This is an optimization exercise on Yosys and OpenROAD, whose aim is small area and a short achievable clock period, not a production implementation. RTL that was checked went through simulation tests only; none was proved equivalent to the original. No activity file was given, so power comes from the tool's default toggle rates.

==> flow/design.v <==
module adder(clk, rst, in_valid, operand_1, operand_2, out_valid, Sum);
input clk;
input rst;
input in_valid;
input [31:0] operand_1;
input [31:0] operand_2;
output out_valid;
output [31:0] Sum;
reg [1:0] valid;
always @(posedge clk)
    if (rst) valid <= 0;
    else valid <= {valid[0:0], in_valid};
assign out_valid = valid[1];
wire [30:0] op2_iw = operand_2[30:0];
wire [31:0] a = operand_1;
wire [30:0] b = op2_iw;
wire [8:0] d12 = {1'b0, a[30:23]} - {1'b0, b[30:23]};
wire [7:0] d21 = b[30:23] - a[30:23];
wire [7:0] cgt = a[30:23] & ~b[30:23];
wire [7:0] ceq = ~(a[30:23] ^ b[30:23]);
wire [3:0] cgt1, ceq1;
wire [1:0] cgt2, ceq2;
genvar ci;
generate for (ci = 0; ci < 4; ci = ci + 1) begin : cmp1
    assign cgt1[ci] = cgt[2*ci+1] | (ceq[2*ci+1] & cgt[2*ci]);
    assign ceq1[ci] = ceq[2*ci+1] & ceq[2*ci];
end endgenerate
generate for (ci = 0; ci < 2; ci = ci + 1) begin : cmp2
    assign cgt2[ci] = cgt1[2*ci+1] | (ceq1[2*ci+1] & cgt1[2*ci]);
    assign ceq2[ci] = ceq1[2*ci+1] & ceq1[2*ci];
end endgenerate
wire ge = cgt2[1] | (ceq2[1] & (cgt2[0] | ceq2[0]));
wire [7:0] dd = ge ? d12[7:0] : d21;
wire [0:0] sgn_aw = a[31];
wire [7:0] emax_aw = ge ? a[30:23] : b[30:23];
wire [22:0] fb_aw = ge ? a[22:0] : b[22:0];
wire [22:0] fs_aw = ge ? b[22:0] : a[22:0];
wire [4:0] sh_aw = dd[4:0];
wire [0:0] shz_aw = (dd[7:5] != 3'd0) || (dd[4:3] == 2'b11);
wire [23:0] x0 = {1'b1, fs_aw};
wire [23:0] x1 = sh_aw[0] ? (x0 >> 1) : x0;
wire [23:0] x2 = sh_aw[1] ? (x1 >> 2) : x1;
wire [23:0] x3 = sh_aw[2] ? (x2 >> 4) : x2;
reg [0:0] sgn_s3;
reg [7:0] emax_s3;
reg [22:0] fb_s3;
reg [23:0] xs_s3;
reg [4:0] sh_s3;
reg [0:0] shz_s3;
always @(posedge clk) begin
    sgn_s3 <= sgn_aw;
    emax_s3 <= emax_aw;
    fb_s3 <= fb_aw;
    xs_s3 <= x3;
    sh_s3 <= sh_aw;
    shz_s3 <= shz_aw;
end
wire [23:0] xz3 = shz_s3 ? 24'd0 : xs_s3;
wire [23:0] x4 = sh_s3[3] ? (xz3 >> 8) : xz3;
wire [23:0] x5 = sh_s3[4] ? (x4 >> 16) : x4;
wire [23:0] sml = x5;
wire [24:0] ms = {1'b1, fb_s3} + sml;
reg [0:0] sgn_c;
reg [7:0] emax_c;
reg [7:0] emaxp_c;
reg [23:0] ms_c;
always @(posedge clk) begin
    sgn_c <= sgn_s3;
    emax_c <= emax_s3;
    emaxp_c <= emax_s3 + 8'd1;
    ms_c <= ms[24:1];
end
wire [23:0] msn = ms_c;
wire [7:0] e = msn[23] ? emaxp_c : emax_c;
wire [22:0] f = msn[23] ? msn[22:0] : {msn[21:0], 1'b0};
wire [31:0] res_dw = {sgn_c, e, f};
assign Sum = res_dw;
endmodule
==> flow/config.mk <==
export PLATFORM = sky130hd
export DESIGN_NAME = adder
export DESIGN_NICKNAME = adder
export VERILOG_FILES = /design/flow/design.v
export SDC_FILE = /design/flow/constraint.sdc
export NUM_CORES = 4
export LEC_CHECK = 0
export ABC_AREA = 1
export CAP_MARGIN = 20
export CORE_MARGIN = 2
export CORE_UTILIZATION = 40
export CTS_BUF_LIST = sky130_fd_sc_hd__clkbuf_4 sky130_fd_sc_hd__clkbuf_8
export SETUP_SLACK_MARGIN = 1.4
export SLEW_MARGIN = 20
==> flow/constraint.sdc <==
create_clock -name core_clock -period 4.0 [get_ports {clk}]
set_input_delay 0.8000 -clock core_clock [delete_from_list [all_inputs] [get_ports {clk}]]
set_output_delay 0.8000 -clock core_clock [all_outputs]
set_load 0.01 [all_outputs]
standard.sh (not shown) runs the stock make flow with config.mk's settings and CLKGATE_MAP_FILE= SYNTH_SCRIPT=/design/flow/synth_recipe.tcl, a recipe that flattens the netlist after the stock synthesis.
==> flow/flow/run.sh <==
#!/bin/bash
# Standard layout, with plain buf_1 cells as the port buffers.
export BUFFER_PORTS_ARGS="-buffer_cell sky130_fd_sc_hd__buf_1"
bash standard.sh > standard.log 2>&1
The baseline went through all stages and came out clean.
Rerun with:
--- a/flow/design.v
+++ b/flow/design.v
@@ -17,18 +17,5 @@
 wire [8:0] d12 = {1'b0, a[30:23]} - {1'b0, b[30:23]};
 wire [7:0] d21 = b[30:23] - a[30:23];
-wire [7:0] cgt = a[30:23] & ~b[30:23];
-wire [7:0] ceq = ~(a[30:23] ^ b[30:23]);
-wire [3:0] cgt1, ceq1;
-wire [1:0] cgt2, ceq2;
-genvar ci;
-generate for (ci = 0; ci < 4; ci = ci + 1) begin : cmp1
-    assign cgt1[ci] = cgt[2*ci+1] | (ceq[2*ci+1] & cgt[2*ci]);
-    assign ceq1[ci] = ceq[2*ci+1] & ceq[2*ci];
-end endgenerate
-generate for (ci = 0; ci < 2; ci = ci + 1) begin : cmp2
-    assign cgt2[ci] = cgt1[2*ci+1] | (ceq1[2*ci+1] & cgt1[2*ci]);
-    assign ceq2[ci] = ceq1[2*ci+1] & ceq1[2*ci];
-end endgenerate
-wire ge = cgt2[1] | (ceq2[1] & (cgt2[0] | ceq2[0]));
+wire ge = ~d12[8];
 wire [7:0] dd = ge ? d12[7:0] : d21;
 wire [0:0] sgn_aw = a[31];
@@ -63,14 +50,12 @@
 reg [0:0] sgn_c;
 reg [7:0] emax_c;
-reg [7:0] emaxp_c;
 reg [23:0] ms_c;
 always @(posedge clk) begin
     sgn_c <= sgn_s3;
     emax_c <= emax_s3;
-    emaxp_c <= emax_s3 + 8'd1;
     ms_c <= ms[24:1];
 end
 wire [23:0] msn = ms_c;
-wire [7:0] e = msn[23] ? emaxp_c : emax_c;
+wire [7:0] e = emax_c + {7'd0, msn[23]};
 wire [22:0] f = msn[23] ? msn[22:0] : {msn[21:0], 1'b0};
 wire [31:0] res_dw = {sgn_c, e, f};
Effect:
- The changed run passed the timing, DRC and antenna checks
- clock skew grows by 0.0036 ns
- via count drops by about 5%
- die area decreases by 4.4%
- fmax falls by 1.1%
- worst setup slack degrades by 0.028 ns
- wire length fell by about 3.4%
- area after synthesis fell by about 4.5%
- total power falls by 11%
- count of clock-buffer cells in the layout does not change
- combinational power shrinks by 13%
- cell area went down by about 5.6%
- utilization falls by 0.71 points
No run of this note included a check of the RTL's function; only the layout flow was run.


Another version of the RTL of adder (not shown whole).
Size: roughly 1000 cells after synthesis, ~94 flip-flops, roughly 0.0065 mm2 of cells after synthesis.
## adder
module adder(clk, rst, in_valid, operand_1, operand_2, out_valid, Sum);
input clk;
input rst;
input in_valid;
input [31:0] operand_1;
input [31:0] operand_2;
output out_valid;
output [31:0] Sum;
reg [1:0] valid;
always @(posedge clk)
    if (rst) valid <= 0;
    else valid <= {valid[0:0], in_valid};
assign out_valid = valid[1];
wire [30:0] op2_iw = operand_2[30:0];
wire [31:0] a = operand_1;
wire [30:0] b = op2_iw;
wire [8:0] d12 = {1'b0, a[30:23]} - {1'b0, b[30:23]};
wire [7:0] d21 = b[30:23] - a[30:23];
wire [7:0] cgt = a[30:23] & ~b[30:23];
wire [7:0] ceq = ~(a[30:23] ^ b[30:23]);
wire [3:0] cgt1, ceq1;
wire [1:0] cgt2, ceq2;
genvar ci;
generate for (ci = 0; ci < 4; ci = ci + 1) begin : cmp1
    assign cgt1[ci] = cgt[2*ci+1] | (ceq[2*ci+1] & cgt[2*ci]);
    assign ceq1[ci] = ceq[2*ci+1] & ceq[2*ci];
end endgenerate
generate for (ci = 0; ci < 2; ci = ci + 1) begin : cmp2
    assign cgt2[ci] = cgt1[2*ci+1] | (ceq1[2*ci+1] & cgt1[2*ci]);
    assign ceq2[ci] = ceq1[2*ci+1] & ceq1[2*ci];
end endgenerate
wire ge = cgt2[1] | (ceq2[1] & (cgt2[0] | ceq2[0]));
wire [7:0] dd = ge ? d12[7:0] : d21;
wire [0:0] sgn_aw = a[31];
wire [7:0] emax_aw = ge ? a[30:23] : b[30:23];
wire [22:0] fb_aw = ge ? a[22:0] : b[22:0];
wire [22:0] fs_aw = ge ? b[22:0] : a[22:0];
wire [4:0] sh_aw = dd[4:0];
wire [0:0] shz_aw = (dd[7:5] != 3'd0) || (dd[4:3] == 2'b11);
wire [23:0] pa = {1'b1, a[22:0]} >> d21[1:0];
wire [23:0] pb = {1'b1, b[22:0]} >> d12[1:0];
wire [23:0] fsp = ge ? pb : pa;
wire [23:0] x2 = fsp;
wire [23:0] x3 = sh_aw[2] ? (x2 >> 4) : x2;
reg [0:0] sgn_s3;
reg [7:0] emax_s3;
reg [22:0] fb_s3;
reg [23:0] xs_s3;
reg [4:0] sh_s3;
reg [0:0] shz_s3;
always @(posedge clk) begin
    sgn_s3 <= sgn_aw;
    emax_s3 <= emax_aw;
    fb_s3 <= fb_aw;
    xs_s3 <= x3;
    sh_s3 <= sh_aw;
    shz_s3 <= shz_aw;
end
wire [23:0] xz3 = shz_s3 ? 24'd0 : xs_s3;
wire [23:0] x4 = sh_s3[3] ? (xz3 >> 8) : xz3;
wire [23:0] x5 = sh_s3[4] ? (x4 >> 16) : x4;
wire [23:0] sml = x5;
wire [24:0] ms;
  ...
==> module adder, before the edit <==
module adder(clk, rst, in_valid, operand_1, operand_2, out_valid, Sum);
input clk;
input rst;
input in_valid;
input [31:0] operand_1;
input [31:0] operand_2;
output out_valid;
output [31:0] Sum;
reg [1:0] valid;
always @(posedge clk)
    if (rst) valid <= 0;
    else valid <= {valid[0:0], in_valid};
assign out_valid = valid[1];
wire [30:0] op2_iw = operand_2[30:0];
wire [31:0] a = operand_1;
wire [30:0] b = op2_iw;
wire [8:0] d12 = {1'b0, a[30:23]} - {1'b0, b[30:23]};
wire [7:0] d21 = b[30:23] - a[30:23];
wire [7:0] cgt = a[30:23] & ~b[30:23];
wire [7:0] ceq = ~(a[30:23] ^ b[30:23]);
wire [3:0] cgt1, ceq1;
wire [1:0] cgt2, ceq2;
genvar ci;
generate for (ci = 0; ci < 4; ci = ci + 1) begin : cmp1
    assign cgt1[ci] = cgt[2*ci+1] | (ceq[2*ci+1] & cgt[2*ci]);
    assign ceq1[ci] = ceq[2*ci+1] & ceq[2*ci];
end endgenerate
generate for (ci = 0; ci < 2; ci = ci + 1) begin : cmp2
    assign cgt2[ci] = cgt1[2*ci+1] | (ceq1[2*ci+1] & cgt1[2*ci]);
    assign ceq2[ci] = ceq1[2*ci+1] & ceq1[2*ci];
end endgenerate
wire ge = cgt2[1] | (ceq2[1] & (cgt2[0] | ceq2[0]));
wire [7:0] dd = ge ? d12[7:0] : d21;
wire [0:0] sgn_aw = a[31];
wire [7:0] emax_aw = ge ? a[30:23] : b[30:23];
wire [22:0] fb_aw = ge ? a[22:0] : b[22:0];
wire [22:0] fs_aw = ge ? b[22:0] : a[22:0];
wire [4:0] sh_aw = dd[4:0];
wire [0:0] shz_aw = (dd[7:5] != 3'd0) || (dd[4:3] == 2'b11);
wire [23:0] pa = {1'b1, a[22:0]} >> d21[1:0];
wire [23:0] pb = {1'b1, b[22:0]} >> d12[1:0];
wire [23:0] fsp = ge ? pb : pa;
wire [23:0] x2 = fsp;
wire [23:0] x3 = sh_aw[2] ? (x2 >> 4) : x2;
reg [0:0] sgn_s3;
reg [7:0] emax_s3;
reg [22:0] fb_s3;
reg [23:0] xs_s3;
reg [4:0] sh_s3;
reg [0:0] shz_s3;
always @(posedge clk) begin
    sgn_s3 <= sgn_aw;
    emax_s3 <= emax_aw;
    fb_s3 <= fb_aw;
    xs_s3 <= x3;
    sh_s3 <= sh_aw;
    shz_s3 <= shz_aw;
end
wire [23:0] xz3 = shz_s3 ? 24'd0 : xs_s3;
wire [23:0] x4 = sh_s3[3] ? (xz3 >> 8) : xz3;
wire [23:0] x5 = sh_s3[4] ? (x4 >> 16) : x4;
wire [23:0] sml = x5;
wire [24:0] ms;
madd u_madd(.a({1'b1, fb_s3}), .b(sml), .s(ms));
reg [0:0] sgn_c;
reg [7:0] emax_c;
reg [23:0] ms_c;
always @(posedge clk) begin
    sgn_c <= sgn_s3;
    emax_c <= emax_s3;
    ms_c <= ms[24:1];
end
wire [23:0] msn = ms_c;
wire [7:0] e = emax_c + {7'd0, msn[23]};
wire [22:0] f = msn[23] ? msn[22:0] : {msn[21:0], 1'b0};
wire [31:0] res_dw = {sgn_c, e, f};
assign Sum = res_dw;
endmodule
clock: 4.0 ns
lec_check: 0
abc_area: 1
cap_margin: 20
core_margin: 2
core_utilization: 40
cts_buf_list: sky130_fd_sc_hd__clkbuf_4 sky130_fd_sc_hd__clkbuf_8
setup_slack_margin: 1.5
slew_margin: 20
Scripts as last shown in full above: flow/flow/run.sh
Next try:
--- a/flow/design.v
+++ b/flow/design.v
@@ -37,11 +37,10 @@
 wire [22:0] fs_aw = ge ? b[22:0] : a[22:0];
 wire [4:0] sh_aw = dd[4:0];
 wire [0:0] shz_aw = (dd[7:5] != 3'd0) || (dd[4:3] == 2'b11);
-wire [23:0] pa = {1'b1, a[22:0]} >> d21[1:0];
-wire [23:0] pb = {1'b1, b[22:0]} >> d12[1:0];
+wire [23:0] pa = {1'b1, a[22:0]} >> d21[2:0];
+wire [23:0] pb = {1'b1, b[22:0]} >> d12[2:0];
 wire [23:0] fsp = ge ? pb : pa;
-wire [23:0] x2 = fsp;
-wire [23:0] x3 = sh_aw[2] ? (x2 >> 4) : x2;
+wire [23:0] x3 = fsp;
 reg [0:0] sgn_s3;
 reg [7:0] emax_s3;
 reg [22:0] fb_s3;
Effect: Power came out higher by a few percent. Global-route usage came out higher by 1.1 points. Via count came out higher by a little under a tenth. Sequential share of layout area came out lower by 1.4 points. Fmax stays flat. Wire length came out higher by roughly a tenth. Non-clock buffer count came out higher by 26. Count of clock-buffer cells in the layout came out higher by 2.
Function was not checked in any run of this note: the RTL went through the layout flow alone.


Another version of the RTL of adder (not shown whole).
Size in the first run: about 100 I/O pins.
==> module adder, before the edit <==
module adder(clk, rst, in_valid, operand_1, operand_2, out_valid, Sum);
input clk;
input rst;
input in_valid;
input [31:0] operand_1;
input [31:0] operand_2;
output out_valid;
output [31:0] Sum;
reg [1:0] valid;
always @(posedge clk)
    if (rst) valid <= 0;
    else valid <= {valid[0:0], in_valid};
assign out_valid = valid[1];
wire [30:0] op2_iw = operand_2[30:0];
wire [31:0] a = operand_1;
wire [30:0] b = op2_iw;
wire [8:0] d12 = {1'b0, a[30:23]} - {1'b0, b[30:23]};
wire [7:0] d21 = b[30:23] - a[30:23];
wire ge = ~d12[8];
wire [7:0] dd = ge ? d12[7:0] : d21;
wire [0:0] sgn_aw = a[31];
wire [7:0] emax_aw = ge ? a[30:23] : b[30:23];
wire [22:0] fb_aw = ge ? a[22:0] : b[22:0];
wire [22:0] fs_aw = ge ? b[22:0] : a[22:0];
wire [4:0] sh_aw = dd[4:0];
wire [0:0] shz_aw = (dd[7:5] != 3'd0) || (dd[4:3] == 2'b11);
wire [23:0] x0 = shz_aw ? 24'd0 : {1'b1, fs_aw};
wire [23:0] x1 = sh_aw[0] ? (x0 >> 1) : x0;
wire [23:0] x2 = sh_aw[1] ? (x1 >> 2) : x1;
reg [0:0] sgn_s2;
reg [7:0] emax_s2;
reg [22:0] fb_s2;
reg [23:0] xs_s2;
reg [4:0] sh_s2;
always @(posedge clk) begin
    sgn_s2 <= sgn_aw;
    emax_s2 <= emax_aw;
    fb_s2 <= fb_aw;
    xs_s2 <= x2;
    sh_s2 <= sh_aw;
end
wire [23:0] x3 = sh_s2[2] ? (xs_s2 >> 4) : xs_s2;
wire [23:0] x4 = sh_s2[3] ? (x3 >> 8) : x3;
wire [23:0] x5 = sh_s2[4] ? (x4 >> 16) : x4;
wire [23:0] sml = x5;
wire [24:0] ms = {1'b1, fb_s2} + sml;
reg [0:0] sgn_c;
reg [7:0] emax_c;
reg [23:0] ms_c;
always @(posedge clk) begin
    sgn_c <= sgn_s2;
    emax_c <= emax_s2;
    ms_c <= ms[24:1];
end
wire [23:0] msn = ms_c;
wire [7:0] e = emax_c + {7'd0, msn[23]};
wire [22:0] f = msn[23] ? msn[22:0] : {msn[21:0], 1'b0};
wire [31:0] res_dw = {sgn_c, e, f};
assign Sum = res_dw;
endmodule
clock: 4.0 ns
lec_check: 0
abc_area: 1
cap_margin: 20
core_margin: 2
core_utilization: 40
cts_buf_list: sky130_fd_sc_hd__clkbuf_4 sky130_fd_sc_hd__clkbuf_8
setup_slack_margin: 1.3
slew_margin: 20
Scripts as last shown in full above: flow/flow/run.sh
The starting point went through all stages and came out clean.
Change:
--- a/flow/design.v
+++ b/flow/design.v
@@ -21,28 +21,31 @@
 wire [0:0] sgn_aw = a[31];
 wire [7:0] emax_aw = ge ? a[30:23] : b[30:23];
 wire [22:0] fb_aw = ge ? a[22:0] : b[22:0];
 wire [22:0] fs_aw = ge ? b[22:0] : a[22:0];
 wire [4:0] sh_aw = dd[4:0];
 wire [0:0] shz_aw = (dd[7:5] != 3'd0) || (dd[4:3] == 2'b11);
-wire [23:0] x0 = shz_aw ? 24'd0 : {1'b1, fs_aw};
+wire [23:0] x0 = {1'b1, fs_aw};
 wire [23:0] x1 = sh_aw[0] ? (x0 >> 1) : x0;
 wire [23:0] x2 = sh_aw[1] ? (x1 >> 2) : x1;
 reg [0:0] sgn_s2;
 reg [7:0] emax_s2;
 reg [22:0] fb_s2;
 reg [23:0] xs_s2;
 reg [4:0] sh_s2;
+reg [0:0] shz_s2;
 always @(posedge clk) begin
     sgn_s2 <= sgn_aw;
     emax_s2 <= emax_aw;
     fb_s2 <= fb_aw;
     xs_s2 <= x2;
     sh_s2 <= sh_aw;
+    shz_s2 <= shz_aw;
 end
-wire [23:0] x3 = sh_s2[2] ? (xs_s2 >> 4) : xs_s2;
+wire [23:0] xz2 = shz_s2 ? 24'd0 : xs_s2;
+wire [23:0] x3 = sh_s2[2] ? (xz2 >> 4) : xz2;
 wire [23:0] x4 = sh_s2[3] ? (x3 >> 8) : x3;
 wire [23:0] x5 = sh_s2[4] ? (x4 >> 16) : x4;
 wire [23:0] sml = x5;
 wire [24:0] ms = {1'b1, fb_s2} + sml;
 reg [0:0] sgn_c;
 reg [7:0] emax_c;
After rerunning:
- power went up by 7.2%
- wire length falls by 7.6%
- final area rose by 2.9%
- via count went down by about 5%
- register-to-register slack loses 0.10 ns
- maximum frequency goes down by about 3%
The RTL of the second run of this note was laid out without a check of its function.

==> what the ideal ports hide <==
In the flow no input, the clock included, has a driving cell. The finished layouts below were timed again as built, in two steps. Step 1 (the two cells are an assumption about what drives the block):
set clk [get_ports {clk}]
set_driving_cell -lib_cell sky130_fd_sc_hd__clkbuf_16 $clk
set_driving_cell -lib_cell sky130_fd_sc_hd__buf_2 [delete_from_list [all_inputs] $clk]
Step 2 adds t to the input delays and takes it off the output delays; t is the mean of the earliest and latest rising clock arrival at the registers after step 1. Input paths then give back, and output paths get back, about the clock's delay inside the block. Three values: ideal ports, drivers, drivers and shift; two values: the first two.
| run | t, ns | setup slack, ns | clock arrival spread, ns |
|---|---|---|---|
| the first run of note 1 | 0.422 | 1.461 / 1.476 / 1.054 | 0.013 / 0.012 |
| the second run of note 1 | 0.399 | 1.433 / 1.444 / 1.045 | 0.014 / 0.014 |
| the first run of note 2 | 0.392 | 1.544 / 1.539 / 1.147 | 0.009 / 0.010 |
| the second run of note 2 | 0.393 | 1.545 / 1.545 / 1.167 | 0.012 / 0.013 |
| the first run of note 3 | 0.412 | 1.395 / 1.397 / 0.984 | 0.011 / 0.011 |
| the second run of note 3 | 0.401 | 1.318 / 1.318 / 0.998 | 0.017 / 0.017 |
After both steps setup and hold are still met in every run listed. For the first run of note 3, which loses most, drivers alone change the setup slack by +0.002 ns; drivers and shift together by -0.411 ns.
